This is an optimization exercise on Yosys and OpenROAD, whose aim is small area and a short achievable clock period, not a production implementation.
In this exercise RTL edits were held to simulation tests only and were not proved equivalent to the original.

==> inputs of run a <==
==> flow/design.v (excerpt) <==
module macc_417
  #(parameter A_WIDTH = 32,
    parameter B_WIDTH = 32
  )
  (
    input clk,
    input rst,
    input [A_WIDTH-1:0] a,
    input [B_WIDTH-1:0] b,
    input accumulate_enable,
    output [A_WIDTH+B_WIDTH-1:0] result,
    output overflow
  );
Settings: LEC_CHECK=0, CAP_MARGIN=20, CORE_MARGIN=2, CORE_UTILIZATION=55, PLACE_DENSITY=0.72, SLEW_MARGIN=20, SYNTH_HIERARCHICAL=1, SYNTH_MINIMUM_KEEP_SIZE=0; clock period 55.0 ns.
standard.sh (not shown) runs the stock make flow with config.mk's settings and CLKGATE_MAP_FILE= SYNTH_SCRIPT=/design/flow/synth_recipe.tcl, a recipe that flattens the netlist after the stock synthesis.
==> flow/flow/run.sh <==
#!/bin/bash
# The standard layout (the standard.sh: standard synthesis, then ORFS to
# finish), with one change: the buffers placed on the input and output ports
# are sky130_fd_sc_hd__buf_2 cells instead of the ones buffer_ports picks.
set -euo pipefail
export BUFFER_PORTS_ARGS="-buffer_cell sky130_fd_sc_hd__buf_2"
bash standard.sh > standard_flow.log 2>&1
==> run b (differences from run a) <==
--- a/flow/design.v
+++ b/flow/design.v
@@ -12,58 +12,58 @@
     output overflow
   );
   reg [63:0] accumulator;
   always @(posedge clk or posedge rst) begin
     if (rst) accumulator <= 64'd0;
     else accumulator <= result;
   end
-  wire [31:0] bg = b & {32{accumulate_enable}};
-  wire [32:0] bx = {bg, 1'b0};
+  wire [31:0] ag = a & {32{accumulate_enable}};
+  wire [32:0] bx = {b, 1'b0};
   wire [15:0] one, two, neg, negn;
   genvar gi;
   generate
     for (gi = 0; gi < 16; gi = gi + 1) begin : g_enc
-      booth_enc u_enc (.y(bx[2*gi+2:2*gi]),
+      booth_enc u_enc (.en(accumulate_enable), .y(bx[2*gi+2:2*gi]),
                        .one(one[gi]), .two(two[gi]), .neg(neg[gi]), .negn(negn[gi]));
     end
   endgenerate
   wire [31:0] pl;
-  last_row u_last (.y(bg[31]), .a(a), .pl(pl));
+  last_row u_last (.y(b[31]), .a(ag), .pl(pl));
   wire [32:0] pp0;
-  booth_row u_row0 (.one(one[0]), .two(two[0]), .neg(neg[0]), .a(a), .pp(pp0));
+  booth_row u_row0 (.one(one[0]), .two(two[0]), .neg(neg[0]), .a(ag), .pp(pp0));
   wire [32:0] pp1;
-  booth_row u_row1 (.one(one[1]), .two(two[1]), .neg(neg[1]), .a(a), .pp(pp1));
+  booth_row u_row1 (.one(one[1]), .two(two[1]), .neg(neg[1]), .a(ag), .pp(pp1));
   wire [32:0] pp2;
-  booth_row u_row2 (.one(one[2]), .two(two[2]), .neg(neg[2]), .a(a), .pp(pp2));
+  booth_row u_row2 (.one(one[2]), .two(two[2]), .neg(neg[2]), .a(ag), .pp(pp2));
   wire [32:0] pp3;
-  booth_row u_row3 (.one(one[3]), .two(two[3]), .neg(neg[3]), .a(a), .pp(pp3));
+  booth_row u_row3 (.one(one[3]), .two(two[3]), .neg(neg[3]), .a(ag), .pp(pp3));
   wire [32:0] pp4;
-  booth_row u_row4 (.one(one[4]), .two(two[4]), .neg(neg[4]), .a(a), .pp(pp4));
+  booth_row u_row4 (.one(one[4]), .two(two[4]), .neg(neg[4]), .a(ag), .pp(pp4));
   wire [32:0] pp5;
-  booth_row u_row5 (.one(one[5]), .two(two[5]), .neg(neg[5]), .a(a), .pp(pp5));
+  booth_row u_row5 (.one(one[5]), .two(two[5]), .neg(neg[5]), .a(ag), .pp(pp5));
   wire [32:0] pp6;
-  booth_row u_row6 (.one(one[6]), .two(two[6]), .neg(neg[6]), .a(a), .pp(pp6));
+  booth_row u_row6 (.one(one[6]), .two(two[6]), .neg(neg[6]), .a(ag), .pp(pp6));
   wire [32:0] pp7;
-  booth_row u_row7 (.one(one[7]), .two(two[7]), .neg(neg[7]), .a(a), .pp(pp7));
+  booth_row u_row7 (.one(one[7]), .two(two[7]), .neg(neg[7]), .a(ag), .pp(pp7));
   wire [32:0] pp8;
-  booth_row u_row8 (.one(one[8]), .two(two[8]), .neg(neg[8]), .a(a), .pp(pp8));
+  booth_row u_row8 (.one(one[8]), .two(two[8]), .neg(neg[8]), .a(ag), .pp(pp8));
   wire [32:0] pp9;
-  booth_row u_row9 (.one(one[9]), .two(two[9]), .neg(neg[9]), .a(a), .pp(pp9));
+  booth_row u_row9 (.one(one[9]), .two(two[9]), .neg(neg[9]), .a(ag), .pp(pp9));
   wire [32:0] pp10;
-  booth_row u_row10 (.one(one[10]), .two(two[10]), .neg(neg[10]), .a(a), .pp(pp10));
+  booth_row u_row10 (.one(one[10]), .two(two[10]), .neg(neg[10]), .a(ag), .pp(pp10));
   wire [32:0] pp11;
-  booth_row u_row11 (.one(one[11]), .two(two[11]), .neg(neg[11]), .a(a), .pp(pp11));
+  booth_row u_row11 (.one(one[11]), .two(two[11]), .neg(neg[11]), .a(ag), .pp(pp11));
   wire [32:0] pp12;
-  booth_row u_row12 (.one(one[12]), .two(two[12]), .neg(neg[12]), .a(a), .pp(pp12));
+  booth_row u_row12 (.one(one[12]), .two(two[12]), .neg(neg[12]), .a(ag), .pp(pp12));
   wire [32:0] pp13;
-  booth_row u_row13 (.one(one[13]), .two(two[13]), .neg(neg[13]), .a(a), .pp(pp13));
+  booth_row u_row13 (.one(one[13]), .two(two[13]), .neg(neg[13]), .a(ag), .pp(pp13));
   wire [32:0] pp14;
-  booth_row u_row14 (.one(one[14]), .two(two[14]), .neg(neg[14]), .a(a), .pp(pp14));
+  booth_row u_row14 (.one(one[14]), .two(two[14]), .neg(neg[14]), .a(ag), .pp(pp14));
   wire [32:0] pp15;
-  booth_row u_row15 (.one(one[15]), .two(two[15]), .neg(neg[15]), .a(a), .pp(pp15));
+  booth_row u_row15 (.one(one[15]), .two(two[15]), .neg(neg[15]), .a(ag), .pp(pp15));
   wire s0, c0, s1, c1, s2, c2, s3, c3, s4, c4, s5, c5, s6, c6, s7, c7;
   wire s8, c8, s9, c9, s10, c10, s11, c11, s12, c12, s13, c13, s14, c14, s15, c15;
   wire s16, c16, s17, c17, s18, c18, s19, c19, s20, c20, s21, c21, s22, c22, s23, c23;
   wire s24, c24, s25, c25, s26, c26, s27, c27, s28, c28, s29, c29, s30, c30, s31, c31;
   wire s32, c32, s33, c33, s34, c34, s35, c35, s36, c36, s37, c37, s38, c38, s39, c39;
   wire s40, c40, s41, c41, s42, c42, s43, c43, s44, c44, s45, c45, s46, c46, s47, c47;
   wire s48, c48, s49, c49, s50, c50, s51, c51, s52, c52, s53, c53, s54, c54, s55, c55;
@@ -728,18 +728,18 @@
   wire [64:0] x = {c589, c587, c584, c581, c577, c573, c568, c563, c557, c551, c544, c537, c529, c521, c512, c503, c493, c483, c472, c461, c449, c437, c424, c411, c397, c383, c368, c353, c337, c321, c304, c287, c271, c255, c239, c224, c209, c195, c181, c168, c155, c143, c131, c120, c109, c99, c89, c80, c71, c63, c55, c48, c41, c35, c29, c24, c19, c15, c11, c8, s7, c3, s2, pp0[1], pp0[0]};
   wire [64:0] y = {s590, s589, s587, s584, s581, s577, s573, s568, s563, s557, s551, s544, s537, s529, s521, s512, s503, s493, s483, s472, s461, s449, s437, s424, s411, s397, s383, s368, s353, s337, s321, s304, s287, s271, s255, s239, s224, s209, s195, s181, s168, s155, s143, s131, s120, s109, s99, s89, s80, s71, s63, s55, s48, s41, s35, s29, s24, s19, s15, s11, s8, s5, s3, s1, s0};
   wire [64:0] sum;
   final_adder u_add (.x(x), .y(y), .s(sum));
   assign result = sum[63:0];
   assign overflow = sum[64];
 endmodule
-module booth_enc (input [2:0] y, output one, output two, output neg, output negn);
+module booth_enc (input en, input [2:0] y, output one, output two, output neg, output negn);
   assign one = y[1] ^ y[0];
   assign two = (y[2] & ~y[1] & ~y[0]) | (~y[2] & y[1] & y[0]);
-  assign neg = y[2];
+  assign neg = en & y[2];
   assign negn = ~neg;
 endmodule
 module booth_row (input one, input two, input neg, input [31:0] a, output [32:0] pp);
   wire [32:0] a0 = {1'b0, a};
   wire [32:0] a1 = {a, 1'b0};
   assign pp = ((a0 & {33{one}}) | (a1 & {33{two}})) ^ {33{neg}};
 endmodule
==> run c (differences from run a) <==
--- a/flow/design.v
+++ b/flow/design.v
@@ -12,58 +12,58 @@
     output overflow
   );
   reg [63:0] accumulator;
   always @(posedge clk or posedge rst) begin
     if (rst) accumulator <= 64'd0;
     else accumulator <= result;
   end
-  wire [31:0] bg = b & {32{accumulate_enable}};
-  wire [32:0] bx = {bg, 1'b0};
+  wire [31:0] ag = a & {32{accumulate_enable}};
+  wire [32:0] bx = {b, 1'b0};
   wire [15:0] one, two, neg, negn;
   genvar gi;
   generate
     for (gi = 0; gi < 16; gi = gi + 1) begin : g_enc
       booth_enc u_enc (.y(bx[2*gi+2:2*gi]),
                        .one(one[gi]), .two(two[gi]), .neg(neg[gi]), .negn(negn[gi]));
     end
   endgenerate
   wire [31:0] pl;
-  last_row u_last (.y(bg[31]), .a(a), .pl(pl));
+  last_row u_last (.y(b[31]), .a(ag), .pl(pl));
   wire [32:0] pp0;
-  booth_row u_row0 (.one(one[0]), .two(two[0]), .neg(neg[0]), .a(a), .pp(pp0));
+  booth_row u_row0 (.one(one[0]), .two(two[0]), .neg(neg[0]), .a(ag), .pp(pp0));
   wire [32:0] pp1;
-  booth_row u_row1 (.one(one[1]), .two(two[1]), .neg(neg[1]), .a(a), .pp(pp1));
+  booth_row u_row1 (.one(one[1]), .two(two[1]), .neg(neg[1]), .a(ag), .pp(pp1));
   wire [32:0] pp2;
-  booth_row u_row2 (.one(one[2]), .two(two[2]), .neg(neg[2]), .a(a), .pp(pp2));
+  booth_row u_row2 (.one(one[2]), .two(two[2]), .neg(neg[2]), .a(ag), .pp(pp2));
   wire [32:0] pp3;
-  booth_row u_row3 (.one(one[3]), .two(two[3]), .neg(neg[3]), .a(a), .pp(pp3));
+  booth_row u_row3 (.one(one[3]), .two(two[3]), .neg(neg[3]), .a(ag), .pp(pp3));
   wire [32:0] pp4;
-  booth_row u_row4 (.one(one[4]), .two(two[4]), .neg(neg[4]), .a(a), .pp(pp4));
+  booth_row u_row4 (.one(one[4]), .two(two[4]), .neg(neg[4]), .a(ag), .pp(pp4));
   wire [32:0] pp5;
-  booth_row u_row5 (.one(one[5]), .two(two[5]), .neg(neg[5]), .a(a), .pp(pp5));
+  booth_row u_row5 (.one(one[5]), .two(two[5]), .neg(neg[5]), .a(ag), .pp(pp5));
   wire [32:0] pp6;
-  booth_row u_row6 (.one(one[6]), .two(two[6]), .neg(neg[6]), .a(a), .pp(pp6));
+  booth_row u_row6 (.one(one[6]), .two(two[6]), .neg(neg[6]), .a(ag), .pp(pp6));
   wire [32:0] pp7;
-  booth_row u_row7 (.one(one[7]), .two(two[7]), .neg(neg[7]), .a(a), .pp(pp7));
+  booth_row u_row7 (.one(one[7]), .two(two[7]), .neg(neg[7]), .a(ag), .pp(pp7));
   wire [32:0] pp8;
-  booth_row u_row8 (.one(one[8]), .two(two[8]), .neg(neg[8]), .a(a), .pp(pp8));
+  booth_row u_row8 (.one(one[8]), .two(two[8]), .neg(neg[8]), .a(ag), .pp(pp8));
   wire [32:0] pp9;
-  booth_row u_row9 (.one(one[9]), .two(two[9]), .neg(neg[9]), .a(a), .pp(pp9));
+  booth_row u_row9 (.one(one[9]), .two(two[9]), .neg(neg[9]), .a(ag), .pp(pp9));
   wire [32:0] pp10;
-  booth_row u_row10 (.one(one[10]), .two(two[10]), .neg(neg[10]), .a(a), .pp(pp10));
+  booth_row u_row10 (.one(one[10]), .two(two[10]), .neg(neg[10]), .a(ag), .pp(pp10));
   wire [32:0] pp11;
-  booth_row u_row11 (.one(one[11]), .two(two[11]), .neg(neg[11]), .a(a), .pp(pp11));
+  booth_row u_row11 (.one(one[11]), .two(two[11]), .neg(neg[11]), .a(ag), .pp(pp11));
   wire [32:0] pp12;
-  booth_row u_row12 (.one(one[12]), .two(two[12]), .neg(neg[12]), .a(a), .pp(pp12));
+  booth_row u_row12 (.one(one[12]), .two(two[12]), .neg(neg[12]), .a(ag), .pp(pp12));
   wire [32:0] pp13;
-  booth_row u_row13 (.one(one[13]), .two(two[13]), .neg(neg[13]), .a(a), .pp(pp13));
+  booth_row u_row13 (.one(one[13]), .two(two[13]), .neg(neg[13]), .a(ag), .pp(pp13));
   wire [32:0] pp14;
-  booth_row u_row14 (.one(one[14]), .two(two[14]), .neg(neg[14]), .a(a), .pp(pp14));
+  booth_row u_row14 (.one(one[14]), .two(two[14]), .neg(neg[14]), .a(ag), .pp(pp14));
   wire [32:0] pp15;
-  booth_row u_row15 (.one(one[15]), .two(two[15]), .neg(neg[15]), .a(a), .pp(pp15));
+  booth_row u_row15 (.one(one[15]), .two(two[15]), .neg(neg[15]), .a(ag), .pp(pp15));
   wire s0, c0, s1, c1, s2, c2, s3, c3, s4, c4, s5, c5, s6, c6, s7, c7;
   wire s8, c8, s9, c9, s10, c10, s11, c11, s12, c12, s13, c13, s14, c14, s15, c15;
   wire s16, c16, s17, c17, s18, c18, s19, c19, s20, c20, s21, c21, s22, c22, s23, c23;
   wire s24, c24, s25, c25, s26, c26, s27, c27, s28, c28, s29, c29, s30, c30, s31, c31;
   wire s32, c32, s33, c33, s34, c34, s35, c35, s36, c36, s37, c37, s38, c38, s39, c39;
   wire s40, c40, s41, c41, s42, c42, s43, c43, s44, c44, s45, c45, s46, c46, s47, c47;
   wire s48, c48, s49, c49, s50, c50, s51, c51, s52, c52, s53, c53, s54, c54, s55, c55;
==> flow/config.mk (replaced) <==
export PLATFORM = sky130hd
export DESIGN_NAME = macc_417
export DESIGN_NICKNAME = macc_417
export VERILOG_FILES = /design/flow/design.v
export SDC_FILE = /design/flow/constraint.sdc
export NUM_CORES = 4
export LEC_CHECK = 0
export CAP_MARGIN = 20
export CORE_MARGIN = 2
export CORE_UTILIZATION = 40
export SLEW_MARGIN = 20
export SYNTH_HIERARCHICAL = 1
export SYNTH_MINIMUM_KEEP_SIZE = 0
==> comparison table <==
item                                                                      run a                    run c                    run b
Nonclk buf count                                                            189                      187                      191
Number of well-tap cells placed                                             615                      864                      615
Final estimated routing congestion in global placement                   0.9430                   0.8943                   0.9500
Maximum fanout along the worst path                                          32                       40                       48
Status                                                  complete, no violations  complete, no violations  complete, no violations
Antenna violations before repair                                              2                        0                        0
Die outline area                                                   0.04989 mm^2             0.06823 mm^2             0.04977 mm^2
Core footprint                                                     0.04765 mm^2             0.06563 mm^2             0.04755 mm^2
Amount of wire on met2 after detailed routing                          39870 um                 42200 um                 40130 um
Largest incremental delay on the critical path                           540 ps                   630 ps                   890 ps
Data arrival at the endpoint of the critical path                      19870 ps                 19280 ps                 19280 ps
Detailed-router iteration count before antenna repair                         7                        6                        8
Post-Place Worst Slack                                                 24210 ps                 24830 ps                 24970 ps
Worst slew pin tran                                                     1119 ps                  1043 ps                  1027 ps
Post-synthesis compound-gate area fraction                               18.25%                   18.25%                   18.29%
Total number of cells along the worst setup path                             29                       28                       26

static timing again, ports no longer ideal:
No port has a modelled driver above. Below, the same layouts with a new extraction and two added sets of constraints. Step 1 (the two cells are an assumption about what drives the block):
set clk [get_ports {clk}]
set_driving_cell -lib_cell sky130_fd_sc_hd__clkbuf_16 $clk
set_driving_cell -lib_cell sky130_fd_sc_hd__buf_2 [delete_from_list [all_inputs] $clk]
Step 2 moves the port delays by t, midway between the first and last clock arrival at a register: inputs arrive t later, outputs are due t later. That takes back most of the time a late clock gives input paths. a / b / c = ideal / step 1 / step 2; a / b = the first two.
| run | shift t [ns] | setup WS [ns] | hold WS [ns] | worst setup path at the end | worst data-port slew with drivers (ns) |
|---|---|---|---|---|---|
| run a | 0.451 | 24.133 / 24.111 / 24.111 | 0.634 / 0.634 / 0.634 | input to output | 0.05 |
| run b | 0.473 | 24.724 / 24.695 / 24.695 | 0.649 / 0.649 / 0.649 | input to output | 0.04 |
| run c | 0.462 | 24.717 / 24.696 / 24.696 | 0.618 / 0.618 / 0.618 | input to output | 0.05 |
After both steps every run listed still meets setup and hold. The setup slack of run b, which loses most, moves by -0.029 ns with the drivers and by -0.029 ns with both steps.
